Context: an optimization exercise on an open-source flow, tuned for small area, a short achievable clock period and few clock cycles. The choices shown serve that exercise and are no tape-out recipe. Only simulation tests tie the RTL to the original design; equivalence was not proved. Power is estimated from default activity; no workload was simulated.

Design ATCONV, start of the top module:
module  ATCONV(
	input		clk,
	input		reset,
	output	reg	busy,
	input		ready,
	output reg	[11:0]	iaddr,
	input signed [12:0]	idata,
	output	reg 	cwr,
	output  reg	[11:0]	caddr_wr,
	output reg 	[12:0] 	cdata_wr,
	output	 	crd,
	output 	[11:0] 	caddr_rd,
	input 	[12:0] 	cdata_rd,
	output reg 	csel
	);
assign crd = 1'b0;
assign caddr_rd = 12'd0;
localparam [12:0] BIAS = 13'h1FF4;    
localparam [12:0] NBIAS = 13'h000C;   
reg        done;       
reg        ending;     
reg  [5:0] bi;         
reg        g;          
reg  [1:0] ph;         
wire [5:0] x = iaddr[5:0];
wire active = busy & ~ending | ~busy & ~done & ready;
reg  [5:0] bi_n;
reg        g_n;
reg  [1:0] ph_n;
reg  [5:0] x_n;
always @(*) begin
	bi_n = bi; g_n = g; ph_n = ph + 2'd1; x_n = x;
	if (ph == 2'd2) begin
		ph_n = 2'd0;
		g_n = ~g;
		if (g) begin
			x_n = x + 6'd1;
			if (x == 6'd63) bi_n = bi + 6'd1;
		end
	end
end
wire [4:0] bim = bi_n[4:0];
reg  [5:0] row_n;
always @(*) begin
	case (ph_n)
		2'd0:    row_n = (bim == 5'd0)  ? 6'd0  : {bim - 5'd1, g_n};
		2'd1:    row_n = {bim, g_n};
		default: row_n = (bim == 5'd31) ? 6'd63 : {bim + 5'd1, g_n};
	endcase
end
reg fx0, fx1, fodd, fvalid, flast;
wire finish = busy & ~ending & (ph == 2'd1);
always @(posedge clk) begin
	if (reset) begin
		busy <= 1'b0;
		done <= 1'b0;
		ending <= 1'b0;
		bi <= 6'd0;
		g <= 1'b0;
		ph <= 2'd0;
		iaddr <= 12'd0;
		fx0 <= 1'b0; fx1 <= 1'b0; fodd <= 1'b0; fvalid <= 1'b0; flast <= 1'b0;
	end else begin
		if (~busy & ~done & ready) busy <= 1'b1;
		if (active) begin
			bi <= bi_n; g <= g_n; ph <= ph_n;
			iaddr <= {row_n, x_n};
			if (ph == 2'd2) begin
				fx0 <= (x == 6'd0);
				fx1 <= (x == 6'd1);
				fodd <= x[0] & g;
				fvalid <= (bi != 6'd0) | (x[5:1] != 5'd0);
				flast <= bi[5] & (x == 6'd1) & g;
			end
		end
		if (finish & flast) ending <= 1'b1;
		if (l1c & ending) begin
			busy <= 1'b0;
			done <= 1'b1;
		end
	end
end
reg  [12:0] dreg;
always @(posedge clk) dreg <= idata;
wire d_top = (ph == 2'd1);
wire d_mid = (ph == 2'd2);
reg  [12:0] acc_s, acc_c;
wire [12:0] s_base = d_top ? BIAS  : acc_s;
  ...
For scale: roughly 210 flip-flops, about 82 I/O pins, about 11000 µm² of cells after synthesis.
Settings: LEC_CHECK=0, CAP_MARGIN=20, CORE_MARGIN=2, CORE_UTILIZATION=40, PLACE_DENSITY=0.6, SLEW_MARGIN=20; clock period 5.0 ns.
run.sh (not shown) runs the stock make flow with config.mk's settings and CLKGATE_MAP_FILE= SYNTH_SCRIPT=/design/flow/synth_recipe.tcl, a recipe that flattens the netlist after the stock synthesis.
Testbench counts at the start, summed over its fixed seeds: cycles 196,880.
Then changed:
Settings changed: ABC_CLOCK_PERIOD_IN_PS from default to 2300, SETUP_SLACK_MARGIN from default to 2.7.
The changed run ran to the end with no violations.
First-iteration DRC count grows by about 11%.
Die area is unchanged.
Final area rose by about 13%.
Global-route usage rose by 1.4 points.
Wire length came out higher by 13%.
Then changed:
Settings changed: ABC_CLOCK_PERIOD_IN_PS 2300 to 3000, SETUP_SLACK_MARGIN 2.7 to 2.0.
Outcome: The new run finished with timing, DRC and antenna clean; register-to-register slack is worse by 0.05 ns; die area stays the same; total power drops by 5.3%; synthesized area stays the same; count of clock-buffer cells in the layout fell by 2; cell area shrinks by 7.9%; worst setup slack is worse by 0.054 ns.

---

The RTL this note starts from:
==> flow/design.v <==
`timescale 1ns/10ps
module  ATCONV(
	input		clk,
	input		reset,
	output	reg	busy,
	input		ready,
	output reg	[11:0]	iaddr,
	input signed [12:0]	idata,
	output	reg 	cwr,
	output  reg	[11:0]	caddr_wr,
	output reg 	[12:0] 	cdata_wr,
	output	 	crd,
	output 	[11:0] 	caddr_rd,
	input 	[12:0] 	cdata_rd,
	output reg 	csel
	);
assign crd = 1'b0;
assign caddr_rd = 12'd0;
localparam [12:0] BIAS = 13'h1FF4;    
localparam [12:0] NBIAS = 13'h000C;   
reg        done;        
reg        ending;      
reg  [5:0] bi;          
reg        g;           
reg        p0, p1, p2;  
reg        vm1;         
reg        c_fl;        
wire [5:0] x = iaddr[5:0];
reg  [12:0] din;         
wire hold = reset | ~busy & ~ready;
wire       col_end = p2 & g;                       
wire       row_end = col_end & ~vm1 & (x == 6'd63);
wire [4:0] bip = bi[4:0] + 5'd1;
wire [4:0] bim = bi[4:0] - 5'd1;
wire       vm1_n = row_end | vm1 & ~col_end;
wire [5:0] x_n = (col_end & ~vm1) ? x + 6'd1 : x;   
wire [5:0] row_n = p0 ? {bi[4:0], g} :
                   p1 ? ((bi[4:0] == 5'd31) ? 6'd63 : {bip, g}) :
                   row_end ? {bi[4:0], 1'b0} :
                   (bi[4:0] == 5'd0) ? 6'd0 : {bim, ~g};
always @(posedge clk) begin
	if (hold) begin
		bi <= 6'd0;
		g <= 1'b0;
		p0 <= 1'b1; p1 <= 1'b0; p2 <= 1'b0;
		vm1 <= 1'b1;
		c_fl <= 1'b1;
		iaddr <= 12'd0;
	end else begin
		if (row_end) bi <= {bi[5] | (&bi[4:0]), bip};
		if (p2) g <= ~g;
		p0 <= p2; p1 <= p0; p2 <= p1;
		vm1 <= vm1_n;
		c_fl <= vm1_n | (x_n == 6'd0);
		iaddr <= {row_n, x_n};
	end
end
always @(posedge clk) begin
	if (reset) begin
		busy <= 1'b0;
		done <= 1'b0;
	end else begin
		if (~busy & ~done & ready) busy <= 1'b1;
		if (ending) begin
			busy <= 1'b0;
			done <= 1'b1;
		end
	end
end
reg f_valid, f_valid2;
always @(posedge clk) begin
	if (reset) begin
		f_valid <= 1'b0;
		f_valid2 <= 1'b0;
	end else begin
		f_valid <= c_fl ? (bi != 6'd0) : ~(~vm1 & (x == 6'd1));
		f_valid2 <= f_valid;
	end
end
reg [12:5] din_b;
reg [12:9] din_c;
reg        fl_a, fl_b, fl_c, vm1_c;
always @(posedge clk) begin
	din <= idata;
	din_b <= din[12:5];
	din_c <= din_b[12:9];
	fl_a <= c_fl;
	fl_b <= fl_a;
	fl_c <= fl_b;
	vm1_c <= vm1;
end
reg  [11:0] sf0, sf1, sf2, sf3;
wire [12:0] sx1 = {1'b1, sf1};
wire [12:0] sx3 = {1'b1, sf3};
reg  [12:0] pf0, pf1, pf2, pf3;
reg  [11:0] acc_s;
reg  [12:0] acc_c, acc_o;
reg         ca_s, ca_c, ca_o;   
reg         cb_s, cb_c, cb_o;   
wire [12:0] da = din;
wire [12:0] db = {din_b, 5'd0};
wire [12:0] dc = {din_c, 9'd0};
wire [12:0] nst_a = ~(p2 ? {2'b0, da[12:2]} : {4'b0, da[12:4]});
wire [12:0] nst_b = ~(p0 ? {2'b0, db[12:2]} : {4'b0, db[12:4]});
wire [12:0] nst_c = ~(p1 ? {2'b0, dc[12:2]} : {4'b0, dc[12:4]});
wire [12:0] ct_a = p2 ? da : ~{3'b0, da[12:3]};
wire [12:0] ct_b = p0 ? db : ~{3'b0, db[12:3]};
wire [12:0] ct_c = p1 ? dc : ~{3'b0, dc[12:3]};
wire [12:0] left_a = fl_a ? sx3 : sx1;
wire [12:0] left_b = fl_b ? sx3 : sx1;
wire [12:0] left_c = fl_c ? sx3 : sx1;
wire [12:0] oa_a = ~fl_a ? nst_a : p1 ? (vm1 ? sx3 : sx1) : p2 ? NBIAS : 13'd0;
wire [12:0] oa_b = ~fl_b ? nst_b : p2 ? (vm1 ? sx3 : sx1) : 13'd0;
wire [12:0] oa_c = ~fl_c ? nst_c : p0 ? (vm1_c ? sx3 : sx1) : 13'd0;
wire [5:0] s_a = {1'b0, p1 ? BIAS[4:0] : acc_s[4:0]} + {1'b0, nst_a[4:0]} + 6'd1;
wire [5:0] c_a = {1'b0, p1 ? left_a[4:0] : acc_c[4:0]} + {1'b0, ct_a[4:0]} + {5'd0, ~p2};
wire [5:0] o_a = {1'b0, p1 ? pf1[4:0] : acc_o[4:0]} + {1'b0, oa_a[4:0]} + {5'd0, ~fl_a};
wire [4:0] s_b = {1'b0, p2 ? BIAS[8:5] : acc_s[8:5]} + {1'b0, nst_b[8:5]} + {4'd0, ca_s};
wire [4:0] c_b = {1'b0, p2 ? left_b[8:5] : acc_c[8:5]} + {1'b0, ct_b[8:5]} + {4'd0, ca_c};
wire [4:0] o_b = {1'b0, p2 ? pf1[8:5] : acc_o[8:5]} + {1'b0, oa_b[8:5]} + {4'd0, ca_o};
wire [2:0] s_c = (p0 ? BIAS[11:9] : acc_s[11:9]) + nst_c[11:9] + {2'd0, cb_s};
wire [3:0] c_c = (p0 ? left_c[12:9] : acc_c[12:9]) + ct_c[12:9] + {3'd0, cb_c};
wire [3:0] o_c = (p0 ? pf1[12:9] : acc_o[12:9]) + oa_c[12:9] + {3'd0, cb_o};
always @(posedge clk) begin
	{ca_s, acc_s[4:0]} <= s_a;
	{ca_c, acc_c[4:0]} <= c_a;
	{ca_o, acc_o[4:0]} <= o_a;
	{cb_s, acc_s[8:5]} <= s_b;
	{cb_c, acc_c[8:5]} <= c_b;
	{cb_o, acc_o[8:5]} <= o_b;
	acc_s[11:9] <= s_c;
	acc_c[12:9] <= c_c;
	acc_o[12:9] <= o_c;
end
wire fin_a = busy & p1;
wire fin_b = busy & p2;
wire fin_c = busy & p0;
always @(posedge clk) begin
	if (fin_a) begin
		sf0[4:0] <= sf1[4:0]; sf1[4:0] <= sf2[4:0]; sf2[4:0] <= sf3[4:0]; sf3[4:0] <= acc_s[4:0];
		pf0[4:0] <= pf1[4:0]; pf1[4:0] <= pf2[4:0]; pf2[4:0] <= pf3[4:0]; pf3[4:0] <= acc_c[4:0];
	end
	if (fin_b) begin
		sf0[8:5] <= sf1[8:5]; sf1[8:5] <= sf2[8:5]; sf2[8:5] <= sf3[8:5]; sf3[8:5] <= acc_s[8:5];
		pf0[8:5] <= pf1[8:5]; pf1[8:5] <= pf2[8:5]; pf2[8:5] <= pf3[8:5]; pf3[8:5] <= acc_c[8:5];
	end
	if (fin_c) begin
		sf0[11:9] <= sf1[11:9]; sf1[11:9] <= sf2[11:9]; sf2[11:9] <= sf3[11:9]; sf3[11:9] <= acc_s[11:9];
		pf0[12:9] <= pf1[12:9]; pf1[12:9] <= pf2[12:9]; pf2[12:9] <= pf3[12:9]; pf3[12:9] <= acc_c[12:9];
	end
end
reg  [8:0]  mr;            
reg  [8:0]  o_lo;
reg         wr0_b, wr0_c, l1;
wire        wr0 = fin_a & f_valid2 & ~ending;
wire [11:0] l0v = acc_o[12] ? 12'd0 : {acc_o[11:9], o_lo};
always @(posedge clk) begin
	if (fin_a) o_lo[4:0] <= acc_o[4:0];
	if (fin_b) o_lo[8:5] <= acc_o[8:5];
end
always @(posedge clk) begin
	if (reset) begin
		cwr <= 1'b0;
		csel <= 1'b1;
		caddr_wr <= 12'h3FF;
		wr0_b <= 1'b0;
		wr0_c <= 1'b0;
		l1 <= 1'b0;
		ending <= 1'b0;
	end else begin
		wr0_b <= wr0;
		wr0_c <= wr0_b;
		l1 <= wr0_c & ~csel & ~caddr_wr[6] & caddr_wr[0];
		cwr <= wr0_c | l1;
		if (wr0_c) begin
			cdata_wr <= {1'b0, l0v};
			csel <= 1'b0;
			if (csel)
				caddr_wr <= {caddr_wr[9:5] + {4'd0, &caddr_wr[4:0]}, 1'b0, caddr_wr[4:0] + 5'd1, 1'b0};
			else if (~caddr_wr[6])
				caddr_wr[6] <= 1'b1;
			else begin
				caddr_wr[6] <= 1'b0;
				caddr_wr[0] <= 1'b1;
			end
		end else if (l1) begin
			cdata_wr <= {mr, 4'd0};
			csel <= 1'b1;
			caddr_wr <= {2'b00, caddr_wr[11:7], caddr_wr[5:1]};
			if ((&caddr_wr[11:7]) & (&caddr_wr[5:1])) ending <= 1'b1;
		end
	end
end
always @(posedge clk) begin
	if (wr0_c & (csel | ({1'b0, l0v} > {mr, 4'd0})))
		mr <= {1'b0, l0v[11:4]} + {8'd0, l0v[3:0] != 4'd0};
end
endmodule
==> flow/config.mk <==
export PLATFORM = sky130hd
export DESIGN_NAME = ATCONV
export DESIGN_NICKNAME = ATCONV
export VERILOG_FILES = /design/flow/design.v
export SDC_FILE = /design/flow/constraint.sdc
export NUM_CORES = 4
export LEC_CHECK = 0
export CAP_MARGIN = 20
export CORE_MARGIN = 2
export CORE_UTILIZATION = 40
export PLACE_DENSITY = 0.6
export SETUP_SLACK_MARGIN = 2.85
export SLEW_MARGIN = 20
==> flow/constraint.sdc <==
create_clock -name core_clock -period 5.0 [get_ports {clk}]
set_input_delay 1.0000 -clock core_clock [delete_from_list [all_inputs] [get_ports {clk}]]
set_output_delay 1.0000 -clock core_clock [all_outputs]
set_load 0.01 [all_outputs]
standard.sh (not shown) runs the stock make flow with config.mk's settings and CLKGATE_MAP_FILE= SYNTH_SCRIPT=/design/flow/synth_recipe.tcl, a recipe that flattens the netlist after the stock synthesis.
==> flow/flow/run.sh <==
#!/bin/bash
# The standard layout (the standard.sh: its synthesis, floorplan, power
# grid, placement, clock tree and routing, unchanged), except that the input
# and output port buffers are plain buf_1 cells instead of the delay cells that
# buffer_ports picks by default. The whole flow's output goes to standard.log.
export BUFFER_PORTS_ARGS="-buffer_cell sky130_fd_sc_hd__buf_1"
bash standard.sh > standard.log 2>&1
The first run went through all stages and came out clean.
Testbench counts at the start, summed over its fixed seeds: cycles 199,968.
Change:
- PLACE_DENSITY: 0.6 -> 0.75
Effect: Setup slack is about the same; area after synthesis is unchanged; wire length hardly moves; final cell count stays flat; global-route usage came out lower by 0.27 points; die area does not change; first-iteration DRC count rises by 70%.
Change:
- PLACE_DENSITY: 0.75 -> 0.85
Result:
- routed wire length climbs by a few percent
- synthesized cell count does not change
- via count climbs by a few percent
- register-to-register slack gets worse by 0.04 ns
- sequential power stays flat
- setup slack gets worse by 0.031 ns
- final cell count hardly moves
- final area is about the same
- global-route usage climbs by 0.37 points
- worst hold slack is about the same
- area after synthesis is unchanged
Change:
==> flow/run.sh (new file) <==
#!/bin/bash
# synth_recipe.tcl (not shown) runs the flow's synth.tcl, then flattens the netlist and writes it again
# the make line also repeats each setting of config.mk as NAME=value (left out here)
make -C /OpenROAD-flow-scripts/flow DESIGN_CONFIG=/design/flow/config.mk WORK_HOME=/design/flow/orfs CLKGATE_MAP_FILE= SYNTH_SCRIPT=/design/flow/synth_recipe.tcl finish
- PLACE_DENSITY: 0.85 -> 0.6
removed: flow/flow/run.sh
removed: flow/standard.sh
Cell area came out higher by 5.2%.
Cell count increases by 1.8%.
Area after synthesis does not change.
Count of clock-buffer cells in the layout goes up by 6.
Worst setup slack improves by 0.039 ns.
Non-clock buffer count rose by 18.

---

Setup of old:
Starts from the design.v that is shown in full above.
clock: 5.0 ns
lec_check: 0
cap_margin: 20
core_margin: 2
core_utilization: 40
place_density: 0.75
setup_slack_margin: 2.9
slew_margin: 20
==> flow/flow/run.sh <==
#!/bin/bash
# The standard layout (the standard.sh: its synthesis, floorplan, power
# grid, placement, clock tree and routing, unchanged), except that the input
# and output port buffers are plain buf_1 cells instead of the delay cells that
# buffer_ports picks by default. The whole flow's output goes to standard.log.
export BUFFER_PORTS_ARGS="-buffer_cell sky130_fd_sc_hd__buf_1"
bash standard.sh > standard.log 2>&1
Testbench counts of old, summed over its fixed seeds: cycles 199,968.
> inputs changed (old -> new)
# old
export LEC_CHECK = 0
export CAP_MARGIN = 20
export CORE_MARGIN = 2
export CORE_UTILIZATION = 40
export PLACE_DENSITY = 0.75
export SETUP_SLACK_MARGIN = 2.9
export SLEW_MARGIN = 20
create_clock -name core_clock -period 5.0 [get_ports {clk}]
# new
export LEC_CHECK = 0
export CAP_MARGIN = 20
export CORE_MARGIN = 2
export CORE_UTILIZATION = 40
export PLACE_DENSITY = 0.6
export SETUP_SLACK_MARGIN = 3.0
export SLEW_MARGIN = 20
create_clock -name core_clock -period 5.0 [get_ports {clk}]
--- outcome ---
- Summary: with old as the reference, final cell count in new moved up by a few percent.
- Going from old to new, achievable clock frequency went up, total power consumption of the routed design down about 2%, setup TNS shows no meaningful change, multi-input gate share of the layout cell area picked up an extra 0.36 points.
- Post-route standard cell area excluding fillers: new > old
- old has lower area growth from synthesis to layout than new.
- Diff old -> new | switching share of power | increase of 0.34 points
- Per the comparison of new with old, sequential share of layout area now sits lower; total area of sequential cells now larger.
- Against old, new reports a transition time of the tightest slew-check pin that is higher.

==> what the ideal ports hide <==
How much do the figures lean on ideal ports? The routed layouts below were timed once more, with nothing changed but the port constraints. Step 1 sets driving cells, clkbuf_16 on the clock port and buf_2 on the other inputs (assumed; they add their load-dependent delay and slew). Step 2 adds t to the input delays and takes it off the output delays; t is the mean of the earliest and latest rising clock arrival at the registers after step 1. Input paths then give back, and output paths get back, about the clock's delay inside the block. Slacks: no drivers / after step 1 / after step 2; pairs: no drivers / after step 1.
run | t, ns | slack for setup (ns) | worst hold slack (ns) | latest minus earliest clock arrival (ns) | pins driven straight from the clock port
the first run of note 1 | 0.550 | 0.999 / 0.999 / 0.999 | 0.410 / 0.410 / 0.410 | 0.011 / 0.010 | 1
the second run of note 1 | 0.548 | 2.002 / 2.002 / 2.002 | 0.415 / 0.415 / 0.415 | 0.009 / 0.010 | 1
the third run of note 1 | 0.554 | 1.948 / 1.948 / 1.926 | 0.414 / 0.414 / 0.414 | 0.016 / 0.016 | 1
the first run of note 2 | 0.570 | 2.884 / 2.846 / 2.609 | 0.326 / 0.326 / 0.326 | 0.026 / 0.027 | 1
the second run of note 2 | 0.551 | 2.885 / 2.837 / 2.591 | 0.329 / 0.329 / 0.329 | 0.018 / 0.018 | 1
the third run of note 2 | 0.546 | 2.854 / 2.836 / 2.503 | 0.332 / 0.332 / 0.332 | 0.007 / 0.007 | 1
the fourth run of note 2 | 0.558 | 2.892 / 2.849 / 2.418 | 0.326 / 0.326 / 0.326 | 0.008 / 0.008 | 1
old | 0.558 | 2.883 / 2.883 / 2.588 | 0.332 / 0.332 / 0.332 | 0.017 / 0.017 | 1
new | 0.564 | 2.932 / 2.902 / 2.646 | 0.325 / 0.325 / 0.325 | 0.017 / 0.017 | 1
After both steps setup and hold are still met in every run listed. For the fourth run of note 2, which loses most, drivers alone change the setup slack by -0.043 ns; drivers and shift together by -0.474 ns.
